What follows belongs to an exercise in optimizing a design on an open flow for small area, a short achievable clock period and few clock cycles per item; a production flow would make more cautious choices.
Function was checked by simulation only, so behaviour that the tests miss may differ from the original.

== fjord ==
==> flow/design.v (excerpt) <==
module R_CORDIC_Unit (
    input signed [31:0]      i_data_1,
    input signed [31:0]      i_data_2,
    input signed [31:0]      angle,
    input                    en,
    input                    rst,
    input                    clk,
    output signed [31:0]     o_data_1,
    output signed [31:0]     o_data_2,
    output                   done_flag
);
==> flow/config.mk <==
export PLATFORM = sky130hd
export DESIGN_NAME = R_CORDIC_Unit
export DESIGN_NICKNAME = R_CORDIC_Unit
export VERILOG_FILES = /design/flow/design.v
export SDC_FILE = /design/flow/constraint.sdc
export NUM_CORES = 4
export LEC_CHECK = 0
export CAP_MARGIN = 20
export CORE_MARGIN = 2
export CORE_UTILIZATION = 60
export PLACE_DENSITY = 0.8
export SLEW_MARGIN = 20
==> flow/constraint.sdc <==
create_clock -name core_clock -period 10.0 [get_ports {clk}]
set_input_delay 2.0000 -clock core_clock [delete_from_list [all_inputs] [get_ports {clk}]]
set_output_delay 2.0000 -clock core_clock [all_outputs]
set_load 0.01 [all_outputs]
standard.sh (not shown) runs the stock make flow with config.mk's settings and CLKGATE_MAP_FILE= SYNTH_SCRIPT=/design/flow/synth_recipe.tcl, a recipe that flattens the netlist after the stock synthesis.
==> flow/flow/run.sh <==
#!/bin/bash
set -euo pipefail
export BUFFER_PORTS_ARGS="-buffer_cell sky130_fd_sc_hd__buf_1"
export SETUP_SLACK_MARGIN=6
bash standard.sh > standard.log 2>&1
Testbench counts of fjord, summed over its fixed seeds: cycles 9,736, items 512.
Relative to fjord, the following input files were edited for yarrow:
==> flow/flow/run.sh <==
#!/bin/bash
set -euo pipefail
export BUFFER_PORTS_ARGS="-buffer_cell sky130_fd_sc_hd__buf_1"
export SETUP_SLACK_MARGIN=5.75
bash standard.sh > standard.log 2>&1
### Flow results
Looking at the reports, yarrow completed the entire flow and the layout it produced met the timing, design-rule and antenna checks. From fjord to yarrow the numbers moved as follows: layout-stage area growth over the synthesis result now smaller; clock skew closely matched the old numbers. The number of gates resized after cts of yarrow falls short of that of fjord by 31. yarrow vs fjord: transition at the pin with the smallest max-transition slack up in yarrow. Compared with fjord, yarrow shows a global-route usage over all layers that is 0.29 points lower.
Setup changes, yarrow to pepper
- CTS_BUF_LIST newly set to sky130_fd_sc_hd__clkbuf_8
==> flow/flow/run.sh <==
#!/bin/bash
set -euo pipefail
export BUFFER_PORTS_ARGS="-buffer_cell sky130_fd_sc_hd__buf_1"
export SETUP_SLACK_MARGIN=6
bash standard.sh > standard.log 2>&1
- Against yarrow, pepper comes in 2.9 points higher on area overhead of the layout relative to synthesis.
- pepper has more setup slack than yarrow.
- Per the comparison of pepper with yarrow, number of hold violations in the final report essentially unchanged.
- yarrow closes out successfully: all stages finished, all timing, DRC and antenna checks passed.
- pepper ran to completion and came out clean on the timing, design-rule and antenna checks.
- For DRC violation total after the first TritonRoute iteration, dividing the value from pepper by the value from yarrow gives 1.05.
- Compared with yarrow, pepper shows a clock insertion delay at the later pin of the skew report that is 60 ps higher.
- Re length in cells of the worst reg-to-reg path: no difference whatsoever between yarrow and pepper.
Input-level comparison between harbor and pepper:
==> flow/flow/run.sh <==
#!/bin/bash
set -euo pipefail
export BUFFER_PORTS_ARGS="-buffer_cell sky130_fd_sc_hd__buf_1"
export SETUP_SLACK_MARGIN=5.75
bash standard.sh > standard.log 2>&1
### Flow results
harbor | status: complete | timing, DRC, antenna: pass
pepper completed every stage of the flow, and the final layout passed the timing, design-rule and antenna checks.
Sequential share of layout area | harbor above pepper
| upper clock frequency limit | harbor vs pepper | 4.1% lower |
harbor improves on pepper in cell area.
The count of instances resized after the clock tree is built number comes out lower for harbor vs pepper.
For the non-clock buffer count, harbor came in 12% lower than pepper did.

re-timing with driven ports:
The flow's constraints put no driver on any port. The routed layouts listed below were extracted and timed again, unchanged, in two steps.
Step 1 assumes that a clkbuf_16 drives the clock port and a buf_2 every other input.
Step 2 also shifts input and output timing later by t, the mid clock arrival at the registers, as if the neighbouring blocks saw the same clock.
a / b / c = ideal ports / drivers / drivers and shift; a / b = the first two.
| run | t, ns | setup WS [ns] | clock arrival spread, ns | worst data-port slew with drivers (ns) | cell pins on the clock port's net |
|---|---|---|---|---|---|
| fjord | 0.527 | 5.878 / 5.878 / 5.517 | 0.022 / 0.022 | 0.07 | 1 |
| yarrow | 0.526 | 5.877 / 5.877 / 5.530 | 0.024 / 0.025 | 0.06 | 1 |
| pepper | 0.576 | 6.018 / 6.018 / 5.518 | 0.030 / 0.030 | 0.08 | 1 |
| harbor | 0.572 | 5.849 / 5.849 / 5.536 | 0.030 / 0.030 | 0.06 | 1 |
After both steps every run listed still meets setup and hold. The setup slack of pepper, which loses most, moves by 0.000 ns with the drivers and by -0.500 ns with both steps.
